This design comes from an exercise in tuning for small area and a short achievable clock period on the open sky130 flow, not from production work. At most, simulation tests tie the RTL to the original design; equivalence was not proved. The RTL of runs 1 to 3 was laid out without a check of its function.

==> design/flow/constraint.sdc <==
create_clock -name core_clock -period 12.5 [get_ports {clk}]
set_input_delay 2.5000 -clock core_clock [delete_from_list [all_inputs] [get_ports {clk}]]
set_output_delay 2.5000 -clock core_clock [all_outputs]
set_load 0.01 [all_outputs]
==> design/flow/config.mk <==
export PLATFORM = sky130hd
export DESIGN_NAME = lab4_2
export DESIGN_NICKNAME = lab4_2
export VERILOG_FILES = /design/flow/design.v
export SDC_FILE = /design/flow/constraint.sdc
export NUM_CORES = 4
export LEC_CHECK = 0
export CAP_MARGIN = 20
export CORE_MARGIN = 2
export CORE_UTILIZATION = 40
export CTS_CLUSTER_DIAMETER = 100
export CTS_CLUSTER_SIZE = 24
export SLEW_MARGIN = 20
==> design/flow/design.v <==
`timescale 1ns / 1ps
module lab4_2( 
              input wire      mode,
              input wire[2:0] opCode,
              input wire[3:0] value,
              input clk,
              input reset,
              output wire[9:0] result,
              output reg cacheFull,
              output reg invalidOp,
              output reg overflow);
	reg [223:0] cache;
	reg [5:0]   counter;
	reg [5:0]   PN;           
	reg [3:0]   begin_PC;
	reg [9:0]   p1;           
	reg [11:0]  B3;           
	reg [6:0]   IR;           
	reg         IR2;          
	reg [9:0]   p0;           
	reg [9:0]   resn;         
	assign result = ~resn;
	reg         last;         
	integer i, j;
	always @(posedge clk) begin
		for (i = 0; i < 32; i = i + 1)
			if (!counter[5] && counter[4:0] == i)
				cache[i*7 +: 7] <= {opCode, value};
	end
	wire [2:0] op = IR[6:4];
	wire [3:0] v  = IR[3:0];
	wire is1 = op[0] & ~op[2];
	wire is2 = IR2;
	wire ar  = ~op[2];
	wire [4:0] s1, s2, s3;
	genvar k;
	generate
		for (k = 0; k < 5; k = k + 1) begin : dig
			wire a1 = p0[2*k+1], a0 = p0[2*k];
			if (k == 0) begin : d0
				assign s1[k] = (is2 & ~a1 & a0) | is1;
			end else begin : dk
				assign s1[k] = is2 & ~a1 & a0;
			end
			assign s2[k] = is2 & a1 & ~a0;
			assign s3[k] = is2 & a1 & a0;
		end
	endgenerate
	wire [10:0] B2 = {p1, 1'b0};
	wire [9:0] r0 = ({10{s1[0]}} & p1)      | ({10{s2[0]}} & B2[9:0]) | ({10{s3[0]}} & B3[9:0]);
	wire [7:0] r1 = ({8{s1[1]}}  & p1[7:0]) | ({8{s2[1]}}  & B2[7:0]) | ({8{s3[1]}}  & B3[7:0]);
	wire [5:0] r2 = ({6{s1[2]}}  & p1[5:0]) | ({6{s2[2]}}  & B2[5:0]) | ({6{s3[2]}}  & B3[5:0]);
	wire [3:0] r3 = ({4{s1[3]}}  & p1[3:0]) | ({4{s2[3]}}  & B2[3:0]) | ({4{s3[3]}}  & B3[3:0]);
	wire [1:0] r4 = ({2{s1[4]}}  & p1[1:0]) | ({2{s2[4]}}  & B2[1:0]) | ({2{s3[4]}}  & B3[1:0]);
	wire [9:0] q  = p0 & {10{~op[1]}};
	wire t0;
	wire t1;
	wire t2;
	wire t3;
	wire t4;
	wire t5;
	wire t6;
	wire t7;
	wire t8;
	wire t9;
	wire t10;
	wire t11;
	wire t12;
	wire t13;
	wire t14;
	wire t15;
	wire t16;
	wire t17;
	wire t18;
	wire t19;
	wire t20;
	wire t21;
	wire t22;
	wire t23;
	wire t24;
	wire t25;
	wire t26;
	wire t27;
	wire t28;
	wire t29;
	wire t30;
	wire t31;
	wire t32;
	wire t33;
	wire t34;
	wire t35;
	wire t36;
	wire t37;
	wire t38;
	wire t39;
	wire t40;
	wire t41;
	wire t42;
	wire t43;
	wire t44;
	wire t45;
	wire t46;
	wire t47;
	assign t0 = q[6] ^ r0[6];
	assign t1 = q[6] & r0[6];
	assign t2 = q[7] ^ r0[7] ^ r1[5];
	assign t3 = (q[7] & r0[7]) | (q[7] & r1[5]) | (r0[7] & r1[5]);
	assign t4 = q[8] ^ r0[8] ^ r1[6];
	assign t5 = (q[8] & r0[8]) | (q[8] & r1[6]) | (r0[8] & r1[6]);
	assign t6 = r2[4] ^ r3[2];
	assign t7 = r2[4] & r3[2];
	assign t8 = q[9] ^ r0[9] ^ r1[7];
	assign t9 = (q[9] & r0[9]) | (q[9] & r1[7]) | (r0[9] & r1[7]);
	assign t10 = r2[5] ^ r3[3] ^ r4[1];
	assign t11 = (r2[5] & r3[3]) | (r2[5] & r4[1]) | (r3[3] & r4[1]);
	assign t12 = v[2] ^ q[2];
	assign t13 = v[2] & q[2];
	assign t14 = v[3] ^ q[3] ^ r0[3];
	assign t15 = (v[3] & q[3]) | (v[3] & r0[3]) | (q[3] & r0[3]);
	assign t16 = q[4] ^ r0[4] ^ r1[2];
	assign t17 = (q[4] & r0[4]) | (q[4] & r1[2]) | (r0[4] & r1[2]);
	assign t18 = q[5] ^ r0[5] ^ r1[3];
	assign t19 = (q[5] & r0[5]) | (q[5] & r1[3]) | (r0[5] & r1[3]);
	assign t20 = r1[4] ^ r2[2] ^ r3[0];
	assign t21 = (r1[4] & r2[2]) | (r1[4] & r3[0]) | (r2[2] & r3[0]);
	assign t22 = r2[3] ^ r3[1] ^ t2;
	assign t23 = (r2[3] & r3[1]) | (r2[3] & t2) | (r3[1] & t2);
	assign t24 = r4[0] ^ t4 ^ t6;
	assign t25 = (r4[0] & t4) | (r4[0] & t6) | (t4 & t6);
	assign t26 = t8 ^ t10 ^ t5;
	assign t27 = (t8 & t10) | (t8 & t5) | (t10 & t5);
	assign t28 = v[0] ^ q[0];
	assign t29 = v[0] & q[0];
	assign t30 = v[1] ^ q[1] ^ r0[1];
	assign t31 = (v[1] & q[1]) | (v[1] & r0[1]) | (q[1] & r0[1]);
	assign t32 = r0[2] ^ r1[0] ^ t12;
	assign t33 = (r0[2] & r1[0]) | (r0[2] & t12) | (r1[0] & t12);
	assign t34 = r1[1] ^ t14 ^ t13;
	assign t35 = (r1[1] & t14) | (r1[1] & t13) | (t14 & t13);
	assign t36 = r2[0] ^ t16 ^ t15;
	assign t37 = (r2[0] & t16) | (r2[0] & t15) | (t16 & t15);
	assign t38 = r2[1] ^ t18 ^ t17;
	assign t39 = (r2[1] & t18) | (r2[1] & t17) | (t18 & t17);
	assign t40 = t0 ^ t20 ^ t19;
	assign t41 = (t0 & t20) | (t0 & t19) | (t20 & t19);
	assign t42 = t1 ^ t22 ^ t21;
	assign t43 = (t1 & t22) | (t1 & t21) | (t22 & t21);
	assign t44 = t3 ^ t24 ^ t23;
	assign t45 = (t3 & t24) | (t3 & t23) | (t24 & t23);
	assign t46 = t7 ^ t26 ^ t25;
	assign t47 = (t7 & t26) | (t7 & t25) | (t26 & t25);
	wire [9:0]  ra = {t46, t44, t42, t40, t38, t36, t34, t32, t30, r0[0]};
	wire [9:0]  rb = {t45, t43, t41, t39, t37, t35, t33, t31, t29, t28};
	wire [10:0] S  = ra + rb;
	wire big = (s1[1] & (|p1[9:8])) | (s2[1] & (|p1[9:7])) | (s3[1] & (|B3[11:8])) |
	           (s1[2] & (|p1[9:6])) | (s2[2] & (|p1[9:5])) | (s3[2] & (|B3[11:6])) |
	           (s1[3] & (|p1[9:4])) | (s2[3] & (|p1[9:3])) | (s3[3] & (|B3[11:4])) |
	           (s1[4] & (|p1[9:2])) | (s2[4] & (|p1[9:1])) | (s3[4] & (|B3[11:2])) |
	           (s2[0] & p1[9]) | (s3[0] & (|B3[11:10]));
	wire ovf_ar = S[10] | t9 | t11 | t27 | t47 | big;
	reg [3:0] pop;
	always @* begin
		pop = 0;
		for (j = 0; j < 10; j = j + 1) pop = pop + p0[j];
	end
	wire [9:0] rev = {p0[0], p0[1], p0[2], p0[3], p0[4], p0[5], p0[6], p0[7], p0[8], p0[9]};
	reg [9:0] n;
	reg       ovf;
	always @* begin
		if (ar) begin
			n = S[9:0]; ovf = ovf_ar;
		end else begin
			ovf = 1'b0;
			case (op[1:0])
				2'd0:    n = {6'd0, pop};
				2'd1:    n = rev;
				default: n = p0;
			endcase
		end
	end
	wire       is6    = op[2] & op[1];
	wire [3:0] nbegin = is6 ? v : begin_PC;
	wire [4:0] npc    = last ? {1'b0, nbegin} : PN[4:0];
	wire [5:0] npn    = npc + 1'b1;
	wire       nvalid = ~last | ({2'b0, nbegin} < counter);
	wire [6:0] nent   = cache[npc*7 +: 7];
	wire [5:0] cnt1   = counter + 1'b1;
	always @(posedge clk or posedge reset) begin
		if (reset) begin
			p0        <= 0;
			resn      <= 10'h3ff;
			cacheFull <= 0;
			invalidOp <= 0;
			overflow  <= 0;
			counter   <= 0;
			PN        <= 6'd1;
			begin_PC  <= 0;
			p1        <= 0;
			B3        <= 0;
			IR        <= 0;
			IR2       <= 1'b0;
			last      <= 1'b1;
		end else if (mode) begin
			p0       <= n;
			resn     <= ~n;
			overflow <= ovf;
			p1       <= p0;
			B3       <= {2'b0, p0} + {1'b0, p0, 1'b0};
			begin_PC <= nbegin;
			PN       <= npn;
			IR       <= nvalid ? nent : 7'd0;
			IR2      <= nvalid & ~nent[6] & nent[5];
			last     <= npn >= counter;
		end else begin
			if (!counter[5] && PN == cnt1) begin
				IR  <= (opCode[1:0] == 2'b11) ? 7'd0 : {opCode, value};
				IR2 <= opCode == 3'd2;
			end
			if (opCode[1:0] == 2'b11) begin
				invalidOp <= 1'b1;
			end else begin
				invalidOp <= 1'b0;
				if (counter[5]) cacheFull <= 1'b1;
				else begin
					counter <= cnt1;
					last    <= PN > counter;
				end
			end
		end
	end
endmodule
==> design/flow/flow/run.sh <==
#!/bin/bash
# Standard layout with two changes to how it is made:
#  - timing repair is asked for more setup margin than the clock period
#    needs, so it keeps shortening the worst paths;
#  - the port buffers are buf_4 cells (every port still gets its buffer).
set -euo pipefail
bash standard.sh SETUP_SLACK_MARGIN=9 \
  "BUFFER_PORTS_ARGS=-buffer_cell sky130_fd_sc_hd__buf_4" finish > standard.log 2>&1
==> design/flow/standard.sh <==
#!/bin/bash
# synth_recipe.tcl (not shown) runs the flow's synth.tcl, then flattens the netlist and writes it again
# the make line also repeats each setting of config.mk as NAME=value (left out here)
make -C /OpenROAD-flow-scripts/flow DESIGN_CONFIG=/design/flow/config.mk WORK_HOME=/design/flow/orfs CLKGATE_MAP_FILE= SYNTH_SCRIPT=/design/flow/synth_recipe.tcl "${@:-finish}"
==> impl_metrics.json, run 1 <==
{
  "drv_slew": 0,
  "drive_gt1_share_pct": 20.01,
  "antennaDiodeCount": 0,
  "final_cell_mix": "254 x nand2_1, 224 x edfxtp_1, 84 x buf_4",
  "synth_ff_type": "edfxtp_1",
  "synthArstFlopShare_pct": 23.55,
  "critPathMaxFanout": 6,
  "area_growth_pct": 15.27,
  "cts.sinks": 293,
  "antenna_found_initial": 0,
  "synth.top_cells.by_area": "edfxtp_1 45%, dfrtp_1 9.5%, nand2_1 6.4%",
  "io_pins": 23,
  "seq_area_frac_synth_pct": 56.33,
  "clock.fmax_mhz": 256.6,
  "drc_errors": 0,
  "final_hold_viol_count": 0,
  "gp_congestion": 0.8911,
  "num_vias": 10750,
  "final.setup.tns_ns": 0,
  "grt_overflow_total": 0,
  "synth_edf_count": 224,
  "crit_required_ns": 12.91,
  "drt-vias-per-instance": 5.709,
  "first_iter_violations": 789,
  "cts_buffers": 17,
  "clk_pin_slew_ns": 0.09,
  "wl_met1_microns": 17980,
  "crit_type": "register to register",
  "critPathLaunchType": "register",
  "yosys_register_bits": 293,
  "cts_tree": "yes",
  "num-fill-cells": 3364,
  "min-delay-path-class": "register to register",
  "met3WireLength_microns": 2124,
  "period_share_pct": 31.18,
  "finish.net_count": 1486,
  "syn_avg_cell_area_sq_um": 11.19,
  "outcome": "timing/DRC/antenna clean",
  "die_h_microns": 197.9,
  "yosysTopAreaCell": "edfxtp_1",
  "crit_arrival_ns": 4.31,
  "grt_pass1_wl_microns": 62820,
  "max-slew-margin-rel_pct": 37.65,
  "utilization_pct": 46.45,
  "drv_cap": 0,
  "drtPass1Iterations": 6,
  "yosys_warnings": 1,
  "rsz0062_at_grt": "true",
  "port_buffers": 22,
  "ys_types": 73,
  "grt_max_degree": 70,
  "cts_buffer_depth": 3,
  "placed_area_sq_mm": 0.01560,
  "ant_nets": 0,
  "hold_buffers": 0,
  "netlist_instances": 1343,
  "drt-total-wl_microns": 41400,
  "finClkSkew_ns": 0.02707,
  "end_kind": "register",
  "die_area_sq_mm": 0.03915,
  "avgRoutedWirePerCell_microns": 21.99,
  "finalCriticalPeriod_ns": 3.897,
  "design_area_sq_mm": 0.01733,
  "syn_area_sq_mm": 0.01503,
  "setup_violations": 0,
  "syn-num-nets": 1431,
  "root_buffer": "clkbuf_16",
  "post-synth-top-area-fraction_pct": 44.74,
  "grt_pass1_vias": 10470,
  "final_common_cell": "nand2_1",
  "grt.total_usage_pct": 20.81,
  "topRoutingLayerUsed": "met4",
  "die_x_microns": 197.9,
  "start_util_pct": 40.29,
  "met2WireLength_microns": 20380,
  "dp_hpwl_microns": 24860,
  "rows": 71,
  "tightestPinTransition_ns": 0.9352,
  "insertion_delay_ns": 0.53,
  "htree_num_levels": 1,
  "core-area_sq_mm": 0.03731
}
==> worst max-delay path: stages, from the launching register on <==
cell,delay (ns)
dfrtp_2,0.48
inv_4,0.04
and3_4,0.21
a222oi_1,0.32
inv_1,0.10
fa_1,0.49
inv_1,0.05
fa_1,0.47
inv_1,0.05
fa_1,0.48
ha_4,0.31
and3_1,0.14
nand3_1,0.08
and4b_1,0.21
xnor2_2,0.14
o221a_2,0.22
==> kinds of logic after synthesis <==
kind of cell	after synthesis	share of synthesized area (%)
and+or+nand+nor	492	14.37
DFF	293	56.33
buffers and inverters	164	4.794
xor gates and xnor gates	26	1.515
AOI/OAI and AO/OA	237	11.32
adders and majority gates	78	7.890
muxes	53	3.779
==> Yosys cell counts (4+ instances only) <==
cell      count
a21oi_1      42
dfrtp_1      57
a311oi_1     34
buf_6         8
and3_1       35
nand4_1      12
a211oi_1      4
dfstp_2      12
inv_1        83
a222oi_1      9
a211o_1       5
nor3_1        9
ha_1         50
fa_1         28
nand3_1      50
xnor2_1      22
mux2i_1      32
nand2_1     255
nor2_1       89
clkbuf_1     38
o22ai_1       5
buf_4         5
o21a_1        4
a32oi_1       8
buf_1         6
o311ai_0      7
buf_2        19
nand2b_1      7
mux2_2       20
a21boi_0      8
a311o_1       4
o211ai_1      9
o21ai_0      41
a31oi_1      20
edfxtp_1    224
xor2_1        4
a21o_1       12
nor2b_1      18
==> routing by layer <==
metal	global-route usage (%)	vias up
met4	5.040	0
met3	2.402	63
met5	0	-
met1	27.96	5406
met2	36.03	327
li1	-	4954
==> final timing paths <==
check                                      end  depth (start not counted)  slack, ns                 from
min in group asynchronous    p1[2]$_DFFE_PP0P_                          3       2.28                reset
min                        resn[0]$_DFFE_PP1P_                          2       0.49  resn[0]$_DFFE_PP1P_
max reg2reg                  p0[9]$_DFFE_PP0P_                         15       8.60    p0[0]$_DFFE_PP0P_
max in group asynchronous    p0[5]$_DFFE_PP0P_                          3       9.49                reset
max                          p0[9]$_DFFE_PP0P_                         15       8.60    p0[0]$_DFFE_PP0P_
min reg2reg                resn[0]$_DFFE_PP1P_                          2       0.49  resn[0]$_DFFE_PP1P_
==> metrics by stage <==
step                      setup WS, ns  std cells  hold WS (ns)
after global routing             8.381       1883        0.5277
after floorplan                  8.689       1343        0.4739
final                            8.603       1883        0.4933
after global placement           7.907       1774        0.4451
after CTS                        8.614       1854        0.4989
after detailed placement         7.876       1774        0.4704
==> state kept, by name, indices dropped and copies added, names as in the netlist, 6 cells and up <==
name and flops:
counter 6, IR 7, p0 10, B3 11, PN 6, p1 10, cache 224, resn 10
==> layout make-up <==
class	count	area [sq um]	area share, %
clock buffer	25	455.4	2.628
multi-input combinational	888	6320	36.47
tap	474	593.1	3.422
sequential	293	8496	49.03
inverter	88	409.1	2.361
clock inverter	5	66.31	0.3827
timing repair buffer	110	989.7	5.711
==> timing repair <==
item	4_1_cts	5_1_grt
setup buffers	49	27
endpoints found under the setup margin	53	40
pin swaps	35	34
cloned	1	2
gates resized for setup	117	62
==> run 2, diff against run 1 <==
--- a/design/flow/design.v
+++ b/design/flow/design.v
@@ -31,7 +31,6 @@
 	wire [3:0] v  = IR[3:0];
 	wire is1 = op[0] & ~op[2];
 	wire is2 = IR2;
-	wire ar  = ~op[2];
 	wire [4:0] s1, s2, s3;
 	genvar k;
 	generate
@@ -46,13 +45,23 @@
 			assign s3[k] = is2 & a1 & a0;
 		end
 	endgenerate
+	reg [3:0] pop;
+	always @* begin
+		pop = 0;
+		for (j = 0; j < 10; j = j + 1) pop = pop + p0[j];
+	end
+	wire [9:0] rev = {p0[0], p0[1], p0[2], p0[3], p0[4], p0[5], p0[6], p0[7], p0[8], p0[9]};
 	wire [10:0] B2 = {p1, 1'b0};
 	wire [9:0] r0 = ({10{s1[0]}} & p1)      | ({10{s2[0]}} & B2[9:0]) | ({10{s3[0]}} & B3[9:0]);
 	wire [7:0] r1 = ({8{s1[1]}}  & p1[7:0]) | ({8{s2[1]}}  & B2[7:0]) | ({8{s3[1]}}  & B3[7:0]);
 	wire [5:0] r2 = ({6{s1[2]}}  & p1[5:0]) | ({6{s2[2]}}  & B2[5:0]) | ({6{s3[2]}}  & B3[5:0]);
 	wire [3:0] r3 = ({4{s1[3]}}  & p1[3:0]) | ({4{s2[3]}}  & B2[3:0]) | ({4{s3[3]}}  & B3[3:0]);
 	wire [1:0] r4 = ({2{s1[4]}}  & p1[1:0]) | ({2{s2[4]}}  & B2[1:0]) | ({2{s3[4]}}  & B3[1:0]);
-	wire [9:0] q  = p0 & {10{~op[1]}};
+	wire       selp = ~(op[2] ^ op[1]);
+	wire       selr = op[2] & ~op[1] & op[0];
+	wire       selc = op[2] & ~op[1] & ~op[0];
+	wire [9:0] q  = ({10{selp}} & p0) | ({10{selr}} & rev) | ({10{selc}} & {6'd0, pop});
+	wire [3:0] va = v & {4{~op[2]}};
 	wire t0;
 	wire t1;
 	wire t2;
@@ -113,10 +122,10 @@
 	assign t9 = (q[9] & r0[9]) | (q[9] & r1[7]) | (r0[9] & r1[7]);
 	assign t10 = r2[5] ^ r3[3] ^ r4[1];
 	assign t11 = (r2[5] & r3[3]) | (r2[5] & r4[1]) | (r3[3] & r4[1]);
-	assign t12 = v[2] ^ q[2];
-	assign t13 = v[2] & q[2];
-	assign t14 = v[3] ^ q[3] ^ r0[3];
-	assign t15 = (v[3] & q[3]) | (v[3] & r0[3]) | (q[3] & r0[3]);
+	assign t12 = va[2] ^ q[2];
+	assign t13 = va[2] & q[2];
+	assign t14 = va[3] ^ q[3] ^ r0[3];
+	assign t15 = (va[3] & q[3]) | (va[3] & r0[3]) | (q[3] & r0[3]);
 	assign t16 = q[4] ^ r0[4] ^ r1[2];
 	assign t17 = (q[4] & r0[4]) | (q[4] & r1[2]) | (r0[4] & r1[2]);
 	assign t18 = q[5] ^ r0[5] ^ r1[3];
@@ -129,10 +138,10 @@
 	assign t25 = (r4[0] & t4) | (r4[0] & t6) | (t4 & t6);
 	assign t26 = t8 ^ t10 ^ t5;
 	assign t27 = (t8 & t10) | (t8 & t5) | (t10 & t5);
-	assign t28 = v[0] ^ q[0];
-	assign t29 = v[0] & q[0];
-	assign t30 = v[1] ^ q[1] ^ r0[1];
-	assign t31 = (v[1] & q[1]) | (v[1] & r0[1]) | (q[1] & r0[1]);
+	assign t28 = va[0] ^ q[0];
+	assign t29 = va[0] & q[0];
+	assign t30 = va[1] ^ q[1] ^ r0[1];
+	assign t31 = (va[1] & q[1]) | (va[1] & r0[1]) | (q[1] & r0[1]);
 	assign t32 = r0[2] ^ r1[0] ^ t12;
 	assign t33 = (r0[2] & r1[0]) | (r0[2] & t12) | (r1[0] & t12);
 	assign t34 = r1[1] ^ t14 ^ t13;
@@ -158,26 +167,8 @@
 	           (s1[4] & (|p1[9:2])) | (s2[4] & (|p1[9:1])) | (s3[4] & (|B3[11:2])) |
 	           (s2[0] & p1[9]) | (s3[0] & (|B3[11:10]));
 	wire ovf_ar = S[10] | t9 | t11 | t27 | t47 | big;
-	reg [3:0] pop;
-	always @* begin
-		pop = 0;
-		for (j = 0; j < 10; j = j + 1) pop = pop + p0[j];
-	end
-	wire [9:0] rev = {p0[0], p0[1], p0[2], p0[3], p0[4], p0[5], p0[6], p0[7], p0[8], p0[9]};
-	reg [9:0] n;
-	reg       ovf;
-	always @* begin
-		if (ar) begin
-			n = S[9:0]; ovf = ovf_ar;
-		end else begin
-			ovf = 1'b0;
-			case (op[1:0])
-				2'd0:    n = {6'd0, pop};
-				2'd1:    n = rev;
-				default: n = p0;
-			endcase
-		end
-	end
+	wire [9:0] n   = S[9:0];
+	wire       ovf = ovf_ar;
 	wire       is6    = op[2] & op[1];
 	wire [3:0] nbegin = is6 ? v : begin_PC;
 	wire [4:0] npc    = last ? {1'b0, nbegin} : PN[4:0];
==> impl_metrics.json, run 2 <==
{
  "path_buf_inv": 4,
  "yosys_warnings": 1,
  "top_register": "cache",
  "syn_area_sq_mm": 0.01490,
  "finalCriticalPeriod_ns": 5.513,
  "crit_slowest_cell": "fa_1",
  "netlist_top_cells_count": "224 x edfxtp_1, 122 x nand2_1, 95 x inv_1",
  "ant_nets": 0,
  "finClkSkew_ns": 0.02966,
  "die_area_sq_mm": 0.03881,
  "largest_reg_flops": 224,
  "drt-total-wl_microns": 39370,
  "hold_buffers": 0,
  "synth.most_common_cell": "edfxtp_1",
  "num_vias": 9983,
  "critPathLaunchType": "register",
  "synth_ff_type": "edfxtp_1",
  "cts_buffer_depth": 3,
  "crit_chain": "fa_1 > inv_2 > fa_1 > fa_1 > inv_2 > ha_4 > fa_2 > xnor2_2 > o21ai_1 > a22o_1 > ha_1 > inv_2 > fa_1 > inv_2 > ha_4 > nor2b_4 > o21ai_2 > a21boi_2 > o21ai_2 > a211o_1 > and3b_1 > o31a_1",
  "syn-num-nets": 1298,
  "gp_congestion": 0.8784,
  "antennaDiodeCount": 0,
  "critPathTopFamily": "adder cells",
  "end_kind": "register",
  "rows": 70,
  "placed_area_sq_mm": 0.01556,
  "grt_pass1_vias": 9905,
  "setup_violations": 0,
  "min-delay-path-class": "register to register",
  "max-slew-margin-rel_pct": 13.43,
  "drt-vias-per-instance": 5.771,
  "drv_slew": 0,
  "synthArstFlopShare_pct": 23.55,
  "port_buffers": 22,
  "finish.net_count": 1341,
  "ys_types": 69,
  "syn_avg_cell_area_sq_um": 12.33,
  "final_cell_count_no_fill": 1730,
  "final_cell_mix": "224 x edfxtp_1, 117 x nand2_1, 77 x nor2_1",
  "max_stage_delay_ns": 0.55,
  "multi_input_area_sq_mm": 0.006047,
  "first_iter_violations": 1072,
  "outcome": "timing/DRC/antenna clean",
  "dp_hpwl_microns": 24910,
  "tightestPinTransition_ns": 1.296,
  "htree_num_levels": 1,
  "crit_type": "register to register",
  "final_common_cell": "edfxtp_1",
  "clk_pin_slew_ns": 0.09,
  "drtPass1Iterations": 5,
  "rsz0062_at_grt": "true",
  "seq_area_frac_synth_pct": 56.84,
  "cts_buffers": 17,
  "grt_max_degree": 70,
  "yosysTopAreaCell": "edfxtp_1",
  "avgRoutedWirePerCell_microns": 22.76,
  "antenna_found_initial": 0,
  "post-synth-top-area-fraction_pct": 45.15,
  "critPathMaxFanout": 3,
  "grt_overflow_total": 0,
  "drv_cap": 0,
  "cts.sinks": 293,
  "num-fill-cells": 3289,
  "grt_pass1_wl_microns": 59760,
  "root_buffer": "clkbuf_16",
  "start_util_pct": 40.70,
  "top_regs": "cache (224), B3 (11)",
  "regArea_sq_mm": 0.008484,
  "synth_edf_count": 224,
  "final_hold_viol_count": 0,
  "drc_errors": 0,
  "netlist_instances": 1208,
  "die_h_microns": 197.0,
  "dpl.cell_count": 1650,
  "clock.fmax_mhz": 181.4,
  "grt.total_usage_pct": 20.19,
  "area_growth_pct": 13.42,
  "die_x_microns": 197.0,
  "core-area_sq_mm": 0.03661,
  "crit_arrival_ns": 5.96,
  "yosys_register_bits": 293,
  "crit_required_ns": 12.95,
  "synth.top_cells.by_area": "edfxtp_1 45%, dfrtp_1 9.6%, ha_1 4.4%",
  "insertion_delay_ns": 0.53,
  "cts_tree": "yes",
  "drive_gt1_share_pct": 18.94,
  "io_pins": 23,
  "period_share_pct": 44.10,
  "design_area_sq_mm": 0.01690,
  "final.setup.tns_ns": 0
}
==> run 2: cell count changes after synthesis, sizes merged, moves of 7 or more <==
cell     before  now
inv          85   98
mux4          1   20
a21oi        42   58
nand3        51   38
a311oi       34    2
a22o          1    8
a32oi         8    0
nand2       255  122
a2111oi       0    8
nor2         90   77
a31oi        21    8
and3         35    7
buf          38   17
mux2i        32   61
==> run 2: area by class of cell <==
class,count,share of cell area (%)
Sequential cell,293,50.21
Multi-Input combinational cell,756,35.78
Timing Repair Buffer,85,5.005
Tap cell,468,3.465
Clock buffer,25,2.695
Inverter,98,2.347
Clock inverter,5,0.4961
==> run 2: cell families (layout without fill, tap and decap cells) <==
logic type | Yosys count | in the layout | share of synthesized area, %
fa+ha+maj | 80 | 80 | 8.129
flops | 293 | 293 | 56.84
xor+xnor | 23 | 23 | 1.352
mux | 105 | 105 | 9.019
buf+inv | 159 | 213 | 4.249
simple gates | 311 | 311 | 9.414
compound gates | 237 | 237 | 11.00
==> run 2: through the flow <==
| stage | utilization, % | worst slack (ns) | hold WS (ns) |
|---|---|---|---|
| floorplan | - | 7.298 | 0.4671 |
| global placement | 42.49 | 6.620 | 0.4496 |
| detailed placement | 42.49 | 6.535 | 0.4563 |
| CTS | 45.29 | 6.994 | 0.5039 |
| global route | 46.16 | 6.810 | 0.5769 |
| finish | 46.16 | 6.987 | 0.5309 |
==> run 2: repair_timing <==
item,CTS,global route
gates resized for setup,74,28
setup endpoints to repair,46,40
pin swaps,12,14
setup buffers,23,23
gates cloned,2,2
==> run 2: path summary, 6_finish.rpt <==
check	cells past startpoint	endpoint	startpoint	slack, ns
setup / recovery	22	resn[8]$_DFFE_PP1P_	p0[5]$_DFFE_PP0P_	6.99
hold / removal	2	resn[6]$_DFFE_PP1P_	resn[6]$_DFFE_PP1P_	0.53
setup reg to reg	22	resn[8]$_DFFE_PP1P_	p0[5]$_DFFE_PP0P_	6.99
hold reg to reg	2	resn[6]$_DFFE_PP1P_	resn[6]$_DFFE_PP1P_	0.53
max in group asynchronous	3	p0[3]$_DFFE_PP0P_	reset	9.52
min in group asynchronous	3	counter[1]$_DFFE_PP0P_	reset	2.28
==> run 2: per-layer routing <==
metal	share of wire [%]	wire length, microns	track usage, %	up-vias
met5	0	0	0	-
met4	2.9	1134	5.569	0
met3	7.1	2815	3.405	65
met2	46	18040	32.27	387
met1	44	17380	28.54	5012
li1	-	-	-	4519
==> run 2: tightest hold or removal path, delay by kind of cell (launching register included) <==
family,cells,cell delay (ns)
AOI/OAI and AO/OA,1,0.04
DFF,1,0.38
and+or+nand+nor,1,0.11
==> run 3, diff against run 2 <==
--- a/design/flow/design.v
+++ b/design/flow/design.v
@@ -60,7 +60,7 @@
 	wire       selp = ~(op[2] ^ op[1]);
 	wire       selr = op[2] & ~op[1] & op[0];
 	wire       selc = op[2] & ~op[1] & ~op[0];
-	wire [9:0] q  = ({10{selp}} & p0) | ({10{selr}} & rev) | ({10{selc}} & {6'd0, pop});
+	wire [9:0] q  = ({10{selp}} & p0) | ({10{selr}} & rev);
 	wire [3:0] va = v & {4{~op[2]}};
 	wire t0;
 	wire t1;
@@ -167,7 +167,7 @@
 	           (s1[4] & (|p1[9:2])) | (s2[4] & (|p1[9:1])) | (s3[4] & (|B3[11:2])) |
 	           (s2[0] & p1[9]) | (s3[0] & (|B3[11:10]));
 	wire ovf_ar = S[10] | t9 | t11 | t27 | t47 | big;
-	wire [9:0] n   = S[9:0];
+	wire [9:0] n   = S[9:0] | {6'd0, pop & {4{selc}}};
 	wire       ovf = ovf_ar;
 	wire       is6    = op[2] & op[1];
 	wire [3:0] nbegin = is6 ? v : begin_PC;
==> impl_metrics.json, run 3 <==
{
  "outcome": "timing/DRC/antenna clean",
  "ys_types": 59,
  "crit_type": "register to register",
  "setup_violations": 0,
  "grt_use_met1_pct": 27.09,
  "synthArstFlopShare_pct": 23.55,
  "netlist_instances": 1168,
  "crit_slowest_cell": "fa_1",
  "final_cell_count_no_fill": 1716,
  "grt_max_degree": 70,
  "drt-vias-per-instance": 5.684,
  "die_x_microns": 195.4,
  "finClkSkew_ns": 0.01720,
  "r2r_setup_slack_ns": 8.67,
  "cts_tree": "yes",
  "critPathMaxFanout": 10,
  "design_area_sq_mm": 0.01690,
  "grt_busiest_layer": "met2",
  "finish.net_count": 1330,
  "cp_common_cell": "fa_1",
  "syn-num-nets": 1258,
  "num_vias": 9754,
  "syn_area_sq_mm": 0.01466,
  "crit_chain": "inv_1 > ha_4 > a22oi_1 > fa_1 > inv_1 > fa_1 > fa_1 > ha_1 > a211oi_1 > nand4_1 > a21oi_1 > a41oi_1",
  "cts_buffer_depth": 3,
  "crit_required_ns": 12.87,
  "cts_buffers": 17,
  "insertion_delay_ns": 0.52,
  "worst_slack_ns": 8.669,
  "grt_pass1_wl_microns": 57680,
  "yosys_register_bits": 293,
  "min-delay-path-class": "register to register",
  "htree_num_levels": 1,
  "root_buffer": "clkbuf_16",
  "critPathTopFamily": "adder cells",
  "grt_overflow_total": 0,
  "final_common_cell": "edfxtp_1",
  "largest_reg_flops": 224,
  "max-slew-margin-rel_pct": 33.16,
  "pre_cts_ws_ns": 7.906,
  "grt.total_usage_pct": 19.59,
  "port_buffers": 22,
  "placed_area_sq_mm": 0.01535,
  "yosysTopAreaCell": "edfxtp_1",
  "drtPass1Iterations": 6,
  "period_share_pct": 30.65,
  "finalCriticalPeriod_ns": 3.831,
  "rows": 70,
  "grtUsageMet3_pct": 2.193,
  "whs_ns": 0.5387,
  "area_growth_pct": 15.31,
  "utilization_pct": 46.50,
  "top_register": "cache",
  "core-area_sq_mm": 0.03635,
  "use_met2_pct": 32.82,
  "yosys_warnings": 1,
  "dp_hpwl_microns": 24360,
  "drv_cap": 0,
  "synth.most_common_cell": "edfxtp_1",
  "gp_congestion": 0.8619,
  "start_util_pct": 40.33,
  "top_regs": "cache (224), B3 (11)",
  "critPathLaunchType": "register",
  "end_kind": "register",
  "crit_arrival_ns": 4.20,
  "drive_gt1_share_pct": 21.31,
  "synth.top_cells.by_area": "edfxtp_1 46%, dfrtp_1 9.7%, ha_1 4.4%",
  "max_stage_delay_ns": 0.56,
  "die_area_sq_mm": 0.03819,
  "antennaDiodeCount": 0,
  "num-fill-cells": 3273,
  "drc_errors": 0,
  "tightestPinTransition_ns": 0.9950,
  "netlist_top_cells_count": "224 x edfxtp_1, 113 x nand2_1, 80 x inv_1, 80 x nor2_1, 61 x mux2i_1",
  "rsz0062_at_grt": "true",
  "post-synth-top-area-fraction_pct": 45.89,
  "final_hold_viol_count": 0,
  "ant_nets": 0,
  "die_h_microns": 195.4,
  "cts.sinks": 293,
  "seq_area_frac_synth_pct": 57.77,
  "synth_edf_count": 224,
  "drv_slew": 0,
  "io_pins": 23,
  "grt_pass1_vias": 9562,
  "clock.fmax_mhz": 261.0,
  "final_cell_mix": "224 x edfxtp_1, 112 x nand2_1, 80 x buf_4",
  "drt-total-wl_microns": 38350,
  "synth_ff_type": "edfxtp_1",
  "final.setup.tns_ns": 0,
  "syn_avg_cell_area_sq_um": 12.55,
  "antenna_found_initial": 0,
  "path_buf_inv": 2,
  "clk_pin_slew_ns": 0.09,
  "first_iter_violations": 822,
  "dpl.cell_count": 1613,
  "avgRoutedWirePerCell_microns": 22.35
}
[run 3: changes by cell type in the layout (fill, tap and decap cells not counted), sizes merged, moves of 9 or more]
cell and delta:
buf +21, inv -18, nand3 -17, and3 +15, a32oi +14, mux2 +10, nor3 +10, nand2 -9
[run 3: area by class of cell]
cell class / instances / area (sq um) / share of cell area, %
Timing Repair Buffer: 105 / 970.9 / 5.744
Multi-Input combinational cell: 737 / 5992 / 35.45
Clock buffer: 23 / 447.9 / 2.650
Clock inverter: 4 / 52.55 / 0.3109
Sequential cell: 293 / 8488 / 50.22
Inverter: 84 / 347.8 / 2.058
Tap cell: 468 / 585.6 / 3.464
Timing Repair inverter: 2 / 17.52 / 0.1036
[run 3: worst paths after layout]
check / start / cells past startpoint / end
worst max-delay path: IR[5]$_DFFE_PP0P_ / 12 / overflow$_DFFE_PP0P_
worst min-delay path: resn[7]$_DFFE_PP1P_ / 2 / resn[7]$_DFFE_PP1P_
worst max register to register: IR[5]$_DFFE_PP0P_ / 12 / overflow$_DFFE_PP0P_
worst min register to register: resn[7]$_DFFE_PP1P_ / 2 / resn[7]$_DFFE_PP1P_
max in group asynchronous: reset / 3 / p0[3]$_DFFE_PP0P_
min in group asynchronous: reset / 3 / counter[2]$_DFFE_PP0P_
[run 3: logic make-up after synthesis]
| logic type | synth area share [%] |
|---|---|
| xor+xnor | 1.554 |
| simple gates | 9.526 |
| buf+inv | 3.722 |
| flops | 57.77 |
| compound gates | 9.680 |
| mux | 9.484 |
| fa+ha+maj | 8.263 |
[run 3: worst min-delay path: stages, from the launching register on]
cell     delay (ns)
dfstp_2        0.38
nor2_1         0.11
a21oi_2        0.04
[run 3: routing by layer]
| metal | part of all wire (%) | vias up |
|---|---|---|
| li1 | - | 4437 |
| met1 | 43 | 4942 |
| met2 | 49 | 312 |
| met3 | 5.1 | 63 |
| met4 | 3.0 | 0 |
| met5 | 0 | - |
[run 3: timing repair]
action | in CTS | in global routing
hold buffers | 0 | 0
gates cloned | 1 | 7
pin swaps | 16 | 20
hold endpoints to repair | 0 | 0
setup endpoints to repair | 47 | 33
setup buffers | 26 | 42
gates resized for setup | 73 | 36
==> run 4, diff against run 3 <==
--- a/design/flow/design.v
+++ b/design/flow/design.v
@@ -5,7 +5,7 @@
               input wire[3:0] value,
               input clk,
               input reset,
-              output wire[9:0] result,
+              output reg[9:0] result,
               output reg cacheFull,
               output reg invalidOp,
               output reg overflow);
@@ -16,21 +16,19 @@
 	reg [9:0]   p1;           
 	reg [11:0]  B3;           
 	reg [6:0]   IR;           
-	reg         IR2;          
-	reg [9:0]   p0;           
-	reg [9:0]   resn;         
-	assign result = ~resn;
 	reg         last;         
-	integer i, j;
+	integer i;
 	always @(posedge clk) begin
 		for (i = 0; i < 32; i = i + 1)
 			if (!counter[5] && counter[4:0] == i)
 				cache[i*7 +: 7] <= {opCode, value};
 	end
+	wire [9:0] p0 = result;
 	wire [2:0] op = IR[6:4];
 	wire [3:0] v  = IR[3:0];
 	wire is1 = op[0] & ~op[2];
-	wire is2 = IR2;
+	wire is2 = op[1] & ~op[2];
+	wire ar  = ~op[2];
 	wire [4:0] s1, s2, s3;
 	genvar k;
 	generate
@@ -45,23 +43,13 @@
 			assign s3[k] = is2 & a1 & a0;
 		end
 	endgenerate
-	reg [3:0] pop;
-	always @* begin
-		pop = 0;
-		for (j = 0; j < 10; j = j + 1) pop = pop + p0[j];
-	end
-	wire [9:0] rev = {p0[0], p0[1], p0[2], p0[3], p0[4], p0[5], p0[6], p0[7], p0[8], p0[9]};
 	wire [10:0] B2 = {p1, 1'b0};
 	wire [9:0] r0 = ({10{s1[0]}} & p1)      | ({10{s2[0]}} & B2[9:0]) | ({10{s3[0]}} & B3[9:0]);
 	wire [7:0] r1 = ({8{s1[1]}}  & p1[7:0]) | ({8{s2[1]}}  & B2[7:0]) | ({8{s3[1]}}  & B3[7:0]);
 	wire [5:0] r2 = ({6{s1[2]}}  & p1[5:0]) | ({6{s2[2]}}  & B2[5:0]) | ({6{s3[2]}}  & B3[5:0]);
 	wire [3:0] r3 = ({4{s1[3]}}  & p1[3:0]) | ({4{s2[3]}}  & B2[3:0]) | ({4{s3[3]}}  & B3[3:0]);
 	wire [1:0] r4 = ({2{s1[4]}}  & p1[1:0]) | ({2{s2[4]}}  & B2[1:0]) | ({2{s3[4]}}  & B3[1:0]);
-	wire       selp = ~(op[2] ^ op[1]);
-	wire       selr = op[2] & ~op[1] & op[0];
-	wire       selc = op[2] & ~op[1] & ~op[0];
-	wire [9:0] q  = ({10{selp}} & p0) | ({10{selr}} & rev);
-	wire [3:0] va = v & {4{~op[2]}};
+	wire [9:0] q  = p0 & {10{~op[1]}};
 	wire t0;
 	wire t1;
 	wire t2;
@@ -122,10 +110,10 @@
 	assign t9 = (q[9] & r0[9]) | (q[9] & r1[7]) | (r0[9] & r1[7]);
 	assign t10 = r2[5] ^ r3[3] ^ r4[1];
 	assign t11 = (r2[5] & r3[3]) | (r2[5] & r4[1]) | (r3[3] & r4[1]);
-	assign t12 = va[2] ^ q[2];
-	assign t13 = va[2] & q[2];
-	assign t14 = va[3] ^ q[3] ^ r0[3];
-	assign t15 = (va[3] & q[3]) | (va[3] & r0[3]) | (q[3] & r0[3]);
+	assign t12 = v[2] ^ q[2];
+	assign t13 = v[2] & q[2];
+	assign t14 = v[3] ^ q[3] ^ r0[3];
+	assign t15 = (v[3] & q[3]) | (v[3] & r0[3]) | (q[3] & r0[3]);
 	assign t16 = q[4] ^ r0[4] ^ r1[2];
 	assign t17 = (q[4] & r0[4]) | (q[4] & r1[2]) | (r0[4] & r1[2]);
 	assign t18 = q[5] ^ r0[5] ^ r1[3];
@@ -138,10 +126,10 @@
 	assign t25 = (r4[0] & t4) | (r4[0] & t6) | (t4 & t6);
 	assign t26 = t8 ^ t10 ^ t5;
 	assign t27 = (t8 & t10) | (t8 & t5) | (t10 & t5);
-	assign t28 = va[0] ^ q[0];
-	assign t29 = va[0] & q[0];
-	assign t30 = va[1] ^ q[1] ^ r0[1];
-	assign t31 = (va[1] & q[1]) | (va[1] & r0[1]) | (q[1] & r0[1]);
+	assign t28 = v[0] ^ q[0];
+	assign t29 = v[0] & q[0];
+	assign t30 = v[1] ^ q[1] ^ r0[1];
+	assign t31 = (v[1] & q[1]) | (v[1] & r0[1]) | (q[1] & r0[1]);
 	assign t32 = r0[2] ^ r1[0] ^ t12;
 	assign t33 = (r0[2] & r1[0]) | (r0[2] & t12) | (r1[0] & t12);
 	assign t34 = r1[1] ^ t14 ^ t13;
@@ -167,8 +155,26 @@
 	           (s1[4] & (|p1[9:2])) | (s2[4] & (|p1[9:1])) | (s3[4] & (|B3[11:2])) |
 	           (s2[0] & p1[9]) | (s3[0] & (|B3[11:10]));
 	wire ovf_ar = S[10] | t9 | t11 | t27 | t47 | big;
-	wire [9:0] n   = S[9:0] | {6'd0, pop & {4{selc}}};
-	wire       ovf = ovf_ar;
+	reg [3:0] pop;
+	always @* begin
+		pop = 0;
+		for (i = 0; i < 10; i = i + 1) pop = pop + p0[i];
+	end
+	wire [9:0] rev = {p0[0], p0[1], p0[2], p0[3], p0[4], p0[5], p0[6], p0[7], p0[8], p0[9]};
+	reg [9:0] n;
+	reg       ovf;
+	always @* begin
+		if (ar) begin
+			n = S[9:0]; ovf = ovf_ar;
+		end else begin
+			ovf = 1'b0;
+			case (op[1:0])
+				2'd0:    n = {6'd0, pop};
+				2'd1:    n = rev;
+				default: n = p0;
+			endcase
+		end
+	end
 	wire       is6    = op[2] & op[1];
 	wire [3:0] nbegin = is6 ? v : begin_PC;
 	wire [4:0] npc    = last ? {1'b0, nbegin} : PN[4:0];
@@ -178,8 +184,7 @@
 	wire [5:0] cnt1   = counter + 1'b1;
 	always @(posedge clk or posedge reset) begin
 		if (reset) begin
-			p0        <= 0;
-			resn      <= 10'h3ff;
+			result    <= 0;
 			cacheFull <= 0;
 			invalidOp <= 0;
 			overflow  <= 0;
@@ -189,24 +194,19 @@
 			p1        <= 0;
 			B3        <= 0;
 			IR        <= 0;
-			IR2       <= 1'b0;
 			last      <= 1'b1;
 		end else if (mode) begin
-			p0       <= n;
-			resn     <= ~n;
+			result   <= n;
 			overflow <= ovf;
 			p1       <= p0;
 			B3       <= {2'b0, p0} + {1'b0, p0, 1'b0};
 			begin_PC <= nbegin;
 			PN       <= npn;
 			IR       <= nvalid ? nent : 7'd0;
-			IR2      <= nvalid & ~nent[6] & nent[5];
 			last     <= npn >= counter;
 		end else begin
-			if (!counter[5] && PN == cnt1) begin
-				IR  <= (opCode[1:0] == 2'b11) ? 7'd0 : {opCode, value};
-				IR2 <= opCode == 3'd2;
-			end
+			if (!counter[5] && PN == cnt1)
+				IR <= (opCode[1:0] == 2'b11) ? 7'd0 : {opCode, value};
 			if (opCode[1:0] == 2'b11) begin
 				invalidOp <= 1'b1;
 			end else begin
--- a/design/flow/config.mk
+++ b/design/flow/config.mk
@@ -8,6 +8,7 @@
 export CAP_MARGIN = 20
 export CORE_MARGIN = 2
 export CORE_UTILIZATION = 40
-export CTS_CLUSTER_DIAMETER = 100
-export CTS_CLUSTER_SIZE = 24
+export CTS_BUF_LIST = sky130_fd_sc_hd__clkbuf_8
+export CTS_CLUSTER_DIAMETER = 80
+export CTS_CLUSTER_SIZE = 16
 export SLEW_MARGIN = 20
==> impl_metrics.json, run 4 <==
{
  "top_register": "cache",
  "syn_area_sq_mm": 0.01451,
  "rr_endpoint": "result[9]$_DFFE_PP0P_",
  "setup_violations": 0,
  "crit_slowest_cell": "dfrtp_2",
  "pre_cts_ws_ns": 7.750,
  "synth.top_cells.by_area": "edfxtp_1 46%, dfrtp_1 9.7%, nand2_1 5.1%",
  "drv_cap": 0,
  "design_area_sq_mm": 0.01628,
  "insertion_delay_ns": 0.59,
  "min-delay-path-class": "register to register",
  "reg2reg_depth": 16,
  "rsz0062_at_grt": "true",
  "critPathLaunchType": "register",
  "finalCriticalPeriod_ns": 3.910,
  "cts.sinks": 282,
  "finClkSkew_ns": 0.03769,
  "synthArstFlopShare_pct": 20.57,
  "root_buffer": "clkbuf_8",
  "dp_hpwl_microns": 24380,
  "largest_reg_flops": 224,
  "htree_num_levels": 1,
  "outcome": "timing/DRC/antenna clean",
  "io_pins": 23,
  "synth.most_common_cell": "edfxtp_1",
  "die_h_microns": 194.4,
  "antennaDiodeCount": 0,
  "final.setup.tns_ns": 0,
  "grt_pass1_wl_microns": 60400,
  "grt.total_usage_pct": 20.70,
  "drtPass1Iterations": 9,
  "period_share_pct": 31.28,
  "r2r_setup_slack_ns": 8.70,
  "netlist_instances": 1257,
  "die_area_sq_mm": 0.03781,
  "worst_slack_ns": 8.590,
  "top_regs": "cache (224), B3 (12), result (10)",
  "core-area_sq_mm": 0.03566,
  "rows": 69,
  "avgRoutedWirePerCell_microns": 22.35,
  "crit_type": "register to output pin",
  "synth_edf_count": 224,
  "final_hold_viol_count": 0,
  "netlist_top_cells_count": "224 x edfxtp_1, 198 x nand2_1, 97 x nor2_1",
  "crit_arrival_ns": 1.41,
  "yosysTopAreaCell": "edfxtp_1",
  "regArea_sq_mm": 0.008205,
  "r2r_start": "IR[5]$_DFFE_PP0P_",
  "yosys_warnings": 1,
  "max_stage_delay_ns": 0.47,
  "num-fill-cells": 3275,
  "drc_errors": 0,
  "final_cell_mix": "224 x edfxtp_1, 196 x nand2_1, 92 x nor2_1",
  "grt_max_degree": 67,
  "cts_buffers": 23,
  "clk_pin_slew_ns": 0.10,
  "max-slew-margin-rel_pct": 44.89,
  "first_iter_violations": 1069,
  "hold_buffers": 0,
  "gp_congestion": 0.8956,
  "drt-vias-per-instance": 5.690,
  "ant_nets": 0,
  "finish.net_count": 1390,
  "placed_area_sq_mm": 0.01498,
  "synth_ff_type": "edfxtp_1",
  "syn-num-nets": 1345,
  "cts_buffer_depth": 3,
  "ys_types": 70,
  "die_x_microns": 194.4,
  "syn_avg_cell_area_sq_um": 11.54,
  "seq_area_frac_synth_pct": 56.39,
  "crit_end": "result[1]",
  "start_util_pct": 40.69,
  "crit_chain": "buf_4 > buf_6 > buf_6",
  "tightestPinTransition_ns": 0.8250,
  "critPathMaxFanout": 3,
  "drt-total-wl_microns": 39780,
  "end_kind": "output pin",
  "crit_required_ns": 10.00,
  "drive_gt1_share_pct": 16.76,
  "port_buffers": 22,
  "grt_pass1_vias": 9949,
  "multi_input_area_sq_mm": 0.005952,
  "clock.fmax_mhz": 255.8,
  "num_vias": 10130,
  "post-synth-top-area-fraction_pct": 46.36,
  "crit_start": "result[1]$_DFFE_PP0P_",
  "area_growth_pct": 12.19,
  "drv_slew": 0,
  "grt_overflow_total": 0,
  "cp_common_cell": "buf_6",
  "yosys_register_bits": 282,
  "antenna_found_initial": 0,
  "cts_tree": "yes",
  "final_common_cell": "edfxtp_1"
}
==> run 4: cell types whose count changed in the layout (fill, tap and decap cells not counted), moves of 12 or more <==
cell / before / now
a21oi_1: 47 / 72
clkbuf_16: 21 / 0
nand3_1: 21 / 39
clkbuf_8: 0 / 23
buf_4: 80 / 61
nand2_1: 112 / 196
nor2_1: 76 / 92
and3_1: 20 / 6
a31oi_1: 9 / 21
mux4_2: 17 / 0
==> run 4: logic make-up (layout without fill, tap and decap cells) <==
| logic type | Yosys count | after routing | share of synthesized area [%] |
|---|---|---|---|
| buf+inv | 137 | 196 | 4.649 |
| compound gates | 233 | 233 | 10.62 |
| fa+ha+maj | 78 | 78 | 8.176 |
| xor+xnor | 25 | 25 | 1.509 |
| flops | 282 | 282 | 56.39 |
| simple gates | 418 | 421 | 12.67 |
| mux | 84 | 84 | 5.994 |
==> run 4: area by class of cell <==
class                      count  area share (%)
multi-input combinational    841           36.57
timing repair buffer          86           4.866
clock inverter                19          0.7841
tap                          461           3.544
inverter                      68           1.876
sequential                   282           50.42
clock buffer                  23           1.945
==> run 4: routing by layer <==
layer	track usage, %	vias to the layer above	routed length [microns]
li1	-	4610	-
met1	27.53	5040	16780
met2	34.30	363	18810
met3	2.603	116	2397
met4	8.746	0	1792
met5	0	-	0
==> run 4: how the worst min path moves through the flow <==
stage | from | endpoint | slack [ns] | depth (start not counted)
4_1_cts | PN[0]$_DFFE_PP1P_ | PN[0]$_DFFE_PP1P_ | 0.51 | 2
3_5_place_dp | cacheFull$_DFFE_PP0P_ | cacheFull$_DFFE_PP0P_ | 0.46 | 1
6_report | PN[0]$_DFFE_PP1P_ | PN[0]$_DFFE_PP1P_ | 0.51 | 2
5_1_grt | PN[0]$_DFFE_PP1P_ | PN[0]$_DFFE_PP1P_ | 0.52 | 2
3_3_place_gp | cacheFull$_DFFE_PP0P_ | cacheFull$_DFFE_PP0P_ | 0.45 | 1
2_1_floorplan | begin_PC[0]$_DFFE_PP0P_ | begin_PC[0]$_DFFE_PP0P_ | 0.47 | 1
==> run 4: critical path: cells and delay by family (launching register included) <==
family	cells	cell delay (ns)
flip-flops	1	0.47
buffers and inverters	3	0.37
==> run 4: through the flow <==
step | hold slack [ns] | cells | util (%)
6_report | 0.5105 | 1780 | 45.65
3_5_place_dp | 0.4580 | 1678 | 42.00
3_3_place_gp | 0.4509 | 1678 | 42.00
4_1_cts | 0.5095 | 1764 | 44.84
5_1_grt | 0.5163 | 1780 | 45.65
2_1_floorplan | 0.4693 | 1257 | -
==> run 4: what timing repair did <==
item	4_1_cts	5_1_grt
cloned	2	1
buffers inserted	42	15
gates resized for setup	69	37
endpoints found under the setup margin	31	30
pin swaps	7	19
==> run 5, diff against run 4 <==
--- a/design/flow/config.mk
+++ b/design/flow/config.mk
@@ -8,7 +8,7 @@
 export CAP_MARGIN = 20
 export CORE_MARGIN = 2
 export CORE_UTILIZATION = 40
-export CTS_BUF_LIST = sky130_fd_sc_hd__clkbuf_8
-export CTS_CLUSTER_DIAMETER = 80
-export CTS_CLUSTER_SIZE = 16
+export CTS_BUF_LIST = sky130_fd_sc_hd__clkbuf_4 sky130_fd_sc_hd__clkbuf_8 sky130_fd_sc_hd__clkbuf_16
+export CTS_CLUSTER_DIAMETER = 100
+export CTS_CLUSTER_SIZE = 24
 export SLEW_MARGIN = 20
==> impl_metrics.json, run 5 <==
{
  "outcome": "timing/DRC/antenna clean",
  "drc_errors": 0,
  "min-delay-path-class": "register to register",
  "synth.most_common_cell": "edfxtp_1",
  "final_common_cell": "edfxtp_1",
  "cts_tree": "yes",
  "synthArstFlopShare_pct": 20.57,
  "die_h_microns": 194.4,
  "ant_nets": 0,
  "drt-total-wl_microns": 38980,
  "grt_pass1_wl_microns": 59820,
  "htree_num_levels": 1,
  "syn_area_sq_mm": 0.01451,
  "rsz0062_at_grt": "true",
  "finish.net_count": 1379,
  "first_iter_violations": 1002,
  "dp_hpwl_microns": 24380,
  "start_util_pct": 40.69,
  "top_regs": "cache (224), B3 (12), result (10)",
  "max_stage_delay_ns": 0.52,
  "final_cell_mix": "224 x edfxtp_1, 196 x nand2_1, 92 x nor2_1",
  "final_hold_viol_count": 0,
  "period_share_pct": 30.49,
  "synth_ff_type": "edfxtp_1",
  "crit_arrival_ns": 1.31,
  "whs_ns": 0.5113,
  "grt_pass1_vias": 9890,
  "avgRoutedWirePerCell_microns": 22.18,
  "top_register": "cache",
  "yosys_warnings": 1,
  "root_buffer": "clkbuf_16",
  "finClkSkew_ns": 0.04062,
  "post-synth-top-area-fraction_pct": 46.36,
  "num_vias": 10030,
  "netlist_top_cells_count": "224 x edfxtp_1, 198 x nand2_1, 97 x nor2_1",
  "area_growth_pct": 12.21,
  "crit_type": "register to output pin",
  "crit_chain": "buf_4 > buf_6",
  "drv_cap": 0,
  "end_kind": "output pin",
  "cts_buffers": 16,
  "drt-vias-per-instance": 5.710,
  "drv_slew": 0,
  "die_x_microns": 194.4,
  "drive_gt1_share_pct": 16.67,
  "antenna_found_initial": 0,
  "synth_edf_count": 224,
  "gp_congestion": 0.8956,
  "antennaDiodeCount": 0,
  "rows": 69,
  "die_area_sq_mm": 0.03781,
  "io_pins": 23,
  "use_met2_pct": 34.18,
  "grtUsageMet3_pct": 2.048,
  "finalCriticalPeriod_ns": 3.811,
  "syn_avg_cell_area_sq_um": 11.54,
  "grt_busiest_layer": "met2",
  "insertion_delay_ns": 0.52,
  "r2r_setup_slack_ns": 8.76,
  "max-slew-margin-rel_pct": 47.77,
  "grt.total_usage_pct": 20.47,
  "crit_slowest_cell": "dfrtp_4",
  "critPathLaunchType": "register",
  "largest_reg_flops": 224,
  "crit_required_ns": 10.00,
  "netlist_instances": 1257,
  "grt_use_met1_pct": 27.64,
  "synth.top_cells.by_area": "edfxtp_1 46%, dfrtp_1 9.7%, nand2_1 5.1%",
  "tightestPinTransition_ns": 0.7819,
  "clk_pin_slew_ns": 0.10,
  "grt_max_degree": 67,
  "drtPass1Iterations": 14,
  "seq_area_frac_synth_pct": 56.39,
  "grt_overflow_total": 0,
  "port_buffers": 22,
  "syn-num-nets": 1345,
  "pre_cts_ws_ns": 7.750,
  "core-area_sq_mm": 0.03566,
  "yosys_register_bits": 282,
  "worst_slack_ns": 8.689,
  "yosysTopAreaCell": "edfxtp_1",
  "ys_types": 70,
  "hold_buffers": 0,
  "cts.sinks": 282,
  "critPathMaxFanout": 3,
  "cts_buffer_depth": 3,
  "clock.fmax_mhz": 262.4,
  "setup_violations": 0,
  "final.setup.tns_ns": 0
}
run 5: cell count changes in the layout (fill, tap and decap cells not counted), sizes merged:
cell | previous run | this run
bufinv | 1 | 0
buf | 86 | 83
nor2 | 100 | 99
nor3 | 19 | 18
inv | 79 | 65
clkbuf | 23 | 20
run 5: worst paths after layout:
| kind | start | depth (start not counted) | endpoint |
|---|---|---|---|
| worst max-delay path | result[9]$_DFFE_PP0P_ | 2 | result[9] |
| worst min-delay path | PN[0]$_DFFE_PP1P_ | 2 | PN[0]$_DFFE_PP1P_ |
| worst max register to register | IR[5]$_DFFE_PP0P_ | 16 | result[9]$_DFFE_PP0P_ |
| worst min register to register | PN[0]$_DFFE_PP1P_ | 2 | PN[0]$_DFFE_PP1P_ |
| max in group asynchronous | reset | 3 | result[9]$_DFFE_PP0P_ |
| min in group asynchronous | reset | 3 | invalidOp$_DFFE_PP0N_ |
run 5: stage by stage:
step | area, sq um | std cells | utilization, %
after floorplan | 14630 | 1257 | -
after global placement | 14980 | 1678 | 42.00
after detailed placement | 14980 | 1678 | 42.00
after CTS | 16200 | 1754 | 45.44
after global routing | 16280 | 1757 | 45.66
final | 16280 | 1757 | 45.66
run 5: what timing repair did:
action                                  4_1_cts  5_1_grt
gates cloned                                  1        0
gates resized for setup                      93       16
endpoints found under the setup margin       32       31
pin swaps                                    30        6
endpoints found under the hold margin         0        0
buffers inserted                             52        3
run 5: final cells by class:
type / instances / area, sq um
clock buffers: 19 / 440.4
clock inverters: 4 / 37.54
fillers: 3266 / 19380
inverters: 68 / 292.8
multi-input cells: 839 / 5981
flip-flops and latches: 282 / 8205
well taps: 461 / 576.8
repair buffers: 84 / 745.7
run 5: kinds of logic (layout without fill, tap and decap cells):
family	count (synthesis)	in the layout	share of synthesized area [%]
multiplexers	84	84	5.994
AND/OR/NAND/NOR	418	419	12.67
AO/OA/AOI/OAI	233	233	10.62
flip-flops	282	282	56.39
adder cells (fa/ha/maj)	78	78	8.176
XOR/XNOR	25	25	1.509
buffers and inverters	137	175	4.649
run 5: layer usage:
metal	wire length [microns]	part of all wire (%)
met5	0	0
met2	18490	47
met4	1543	4.0
met3	2261	5.8
met1	16690	43
run 5: worst max-delay path: cells and delay by family (launching register included):
| family | cells | cell delay [ns] |
|---|---|---|
| flops | 1 | 0.52 |
| buf+inv | 2 | 0.28 |
==> run 6, diff against run 5 <==
==> design/flow/config.mk (replaced) <==
export PLATFORM = sky130hd
export DESIGN_NAME = lab4_2
export DESIGN_NICKNAME = lab4_2
export VERILOG_FILES = /design/flow/design.v
export SDC_FILE = /design/flow/constraint.sdc
export NUM_CORES = 4
export LEC_CHECK = 0
export CAP_MARGIN = 20
export CORE_MARGIN = 2
export CORE_UTILIZATION = 50
export CTS_CLUSTER_DIAMETER = 100
export CTS_CLUSTER_SIZE = 24
export PLACE_DENSITY = 0.7
export SLEW_MARGIN = 20
==> impl_metrics.json, run 6 <==
{
  "outcome": "timing/DRC/antenna clean",
  "final_cell_mix": "224 x edfxtp_1, 195 x nand2_1, 93 x nor2_1",
  "syn_area_sq_mm": 0.01451,
  "antenna_found_initial": 0,
  "critPathMaxFanout": 6,
  "yosys.area_share.simple_pct": 12.67,
  "finish.net_count": 1375,
  "gp_congestion": 0.9039,
  "core-area_sq_mm": 0.02863,
  "yosysTopAreaCell": "edfxtp_1",
  "yosys_register_bits": 282,
  "rows": 62,
  "synthArstFlopShare_pct": 20.57,
  "setup_violations": 0,
  "grt_overflow_total": 0,
  "antennaDiodeCount": 0,
  "netlist_top_cells_count": "224 x edfxtp_1, 198 x nand2_1, 97 x nor2_1",
  "start_util_pct": 50.68,
  "crit_type": "register to register",
  "top_register": "cache",
  "post-synth-top-area-fraction_pct": 46.36,
  "min-delay-path-class": "register to register",
  "grt_pass1_wl_microns": 58220,
  "seq_area_frac_synth_pct": 56.39,
  "synth_edf_count": 224,
  "grt.total_usage_pct": 24.96,
  "netlist_instances": 1257,
  "largest_reg_flops": 224,
  "period_share_pct": 30.60,
  "crit_required_ns": 12.90,
  "crit_arrival_ns": 4.22,
  "final_hold_viol_count": 0,
  "synth_ff_type": "edfxtp_1",
  "clock.fmax_mhz": 261.4,
  "htree_num_levels": 1,
  "area_growth_pct": 11.60,
  "drive_gt1_share_pct": 16.27,
  "cts_buffers": 16,
  "num_vias": 10240,
  "rsz0062_at_grt": "true",
  "drc_errors": 0,
  "die_area_sq_mm": 0.03039,
  "root_buffer": "clkbuf_16",
  "grt_max_degree": 65,
  "drtPass1Iterations": 6,
  "io_pins": 23,
  "drt-vias-per-instance": 6.094,
  "utilization_pct": 56.56,
  "num-fill-cells": 2315,
  "synth.most_common_cell": "edfxtp_1",
  "finalCriticalPeriod_ns": 3.826,
  "die_x_microns": 174.3,
  "drv_cap": 0,
  "ys_types": 70,
  "syn-num-nets": 1345,
  "synth_fa_ha_area_share_pct": 8.176,
  "end_kind": "register",
  "die_h_microns": 174.3,
  "drt-total-wl_microns": 37840,
  "synth_compound_area_share_pct": 10.62,
  "port_buffers": 22,
  "clk_pin_slew_ns": 0.11,
  "top_regs": "cache (224), B3 (12), result (10)",
  "dp_hpwl_microns": 23580,
  "cts_buffer_depth": 3,
  "insertion_delay_ns": 0.52,
  "avgRoutedWirePerCell_microns": 22.51,
  "synth_top_family_by_area": "simple AND/OR/NAND/NOR gates",
  "finClkSkew_ns": 0.03108,
  "ant_nets": 0,
  "final_common_cell": "edfxtp_1",
  "syn_avg_cell_area_sq_um": 11.54,
  "yosys_warnings": 1,
  "synth_xor_area_share_pct": 1.509,
  "tightestPinTransition_ns": 0.9054,
  "synth.top_cells.by_area": "edfxtp_1 46%, dfrtp_1 9.7%, nand2_1 5.1%",
  "reg2reg_depth": 15,
  "drv_slew": 0,
  "worstHoldPathCells": 2,
  "cts_tree": "yes",
  "grt_pass1_vias": 9997,
  "max-slew-margin-rel_pct": 39.52,
  "final.setup.tns_ns": 0,
  "first_iter_violations": 1231,
  "critPathLaunchType": "register",
  "cts.sinks": 282,
  "synthMuxAreaShare_pct": 5.994
}
-- run 6: cell types whose count changed in the layout (fill, tap and decap cells not counted), sizes merged --
| cell | change |
|---|---|
| clkbuf | +7 |
| buf | -3 |
| clkinv | -2 |
| clkinvlp | -1 |
| inv | +1 |
| nor3 | -1 |
-- run 6: logic make-up after synthesis --
family,Yosys count
muxes,84
adders and majority gates,78
buffers and inverters,137
and+or+nand+nor,418
AOI/OAI and AO/OA,233
xor gates and xnor gates,25
DFF,282
-- run 6: routing by layer --
metal / up-vias / share of wire, % / GRT usage (%)
met5: - / 0 / 0
met4: 0 / 4.1 / 10.01
met3: 105 / 7.4 / 2.953
met2: 477 / 48 / 40.96
met1: 5096 / 41 / 34.05
li1: 4566 / - / -
-- run 6: final timing paths --
check	from	endpoint	slack (ns)
max	IR[5]$_DFFE_PP0P_	result[9]$_DFFE_PP0P_	8.67
max reg2reg	IR[5]$_DFFE_PP0P_	result[9]$_DFFE_PP0P_	8.67
min in group asynchronous	reset	cacheFull$_DFFE_PP0P_	2.22
min reg2reg	PN[0]$_DFFE_PP1P_	PN[0]$_DFFE_PP1P_	0.50
min	PN[0]$_DFFE_PP1P_	PN[0]$_DFFE_PP1P_	0.50
max in group asynchronous	reset	result[8]$_DFFE_PP0P_	9.64
-- run 6: final cells by class --
cell class / instances / area (sq um) / area share (%)
flip-flops and latches: 282 / 8213 / 50.73
multi-input cells: 838 / 5944 / 36.72
repair buffers: 81 / 749.5 / 4.629
clock buffers: 26 / 480.5 / 2.968
well taps: 384 / 480.5 / 2.968
inverters: 68 / 294.0 / 1.816
clock inverters: 2 / 28.78 / 0.1777
-- run 6: critical path: stages, from the launching register on --
cell      delay [ns]
dfrtp_4         0.56
nand2_8         0.10
nor3_4          0.06
buf_2           0.13
a222oi_1        0.33
inv_1           0.10
fa_1            0.48
inv_1           0.05
fa_1            0.48
inv_1           0.05
fa_1            0.49
ha_4            0.33
nand2_2         0.06
o2111a_1        0.24
a31oi_1         0.16
o21bai_1        0.08
-- run 6: timing repair --
item / CTS / global route
buffers inserted: 48 / 6
pin swaps: 22 / 19
setup endpoints to repair: 32 / 31
cloned: 0 / 1
gates resized for setup: 72 / 29
hold endpoints to repair: 0 / 0
hold buffers: 0 / 0
-- run 6: stage by stage --
| step | hold slack (ns) | area [sq um] | setup slack, ns | std cells |
|---|---|---|---|---|
| final | 0.5015 | 16190 | 8.674 | 1681 |
| after global routing | 0.5371 | 16190 | 8.550 | 1681 |
| after CTS | 0.5048 | 16000 | 8.724 | 1674 |
| after detailed placement | 0.4684 | 14860 | 7.705 | 1598 |
| after global placement | 0.4672 | 14860 | 7.821 | 1598 |
| after floorplan | 0.4693 | 14630 | 8.863 | 1257 |

[re-timing with driven ports]
In the flow no input, the clock included, has a driving cell. The finished layouts below were timed again as built, in two steps.
Step 1 (the two cells are an assumption about what drives the block):
set clk [get_ports {clk}]
set_driving_cell -lib_cell sky130_fd_sc_hd__clkbuf_16 $clk
set_driving_cell -lib_cell sky130_fd_sc_hd__buf_2 [delete_from_list [all_inputs] $clk]
Step 2 times the ports against the registers' clock, not the clock port: input delays grow and output delays shrink by t, the midpoint of the rising clock arrivals with the driver on.
Slacks: ideal ports / drivers / drivers and shift; pairs: ideal ports / drivers.
| run | t, ns | slack for setup (ns) | worst setup path after step 2 | latest minus earliest clock arrival (ns) | slew at the worst register clock pin (ns) |
|---|---|---|---|---|---|
| run 1 | 0.568 | 8.603 / 8.603 / 8.370 | input to register | 0.028 / 0.028 | 0.10 / 0.10 |
| run 2 | 0.565 | 6.987 / 6.987 / 6.987 | register to register | 0.029 / 0.029 | 0.11 / 0.11 |
| run 3 | 0.560 | 8.669 / 8.669 / 8.563 | input to register | 0.021 / 0.021 | 0.10 / 0.10 |
| run 4 | 0.617 | 8.590 / 8.546 / 8.484 | input to register | 0.037 / 0.038 | 0.11 / 0.11 |
| run 5 | 0.547 | 8.689 / 8.641 / 8.466 | input to register | 0.041 / 0.041 | 0.10 / 0.10 |
| run 6 | 0.557 | 8.674 / 8.674 / 8.418 | input to register | 0.032 / 0.032 | 0.11 / 0.11 |
After both steps setup and hold are still met in every run listed. For run 6, which loses most, drivers alone change the setup slack by 0.000 ns; drivers and shift together by -0.256 ns.
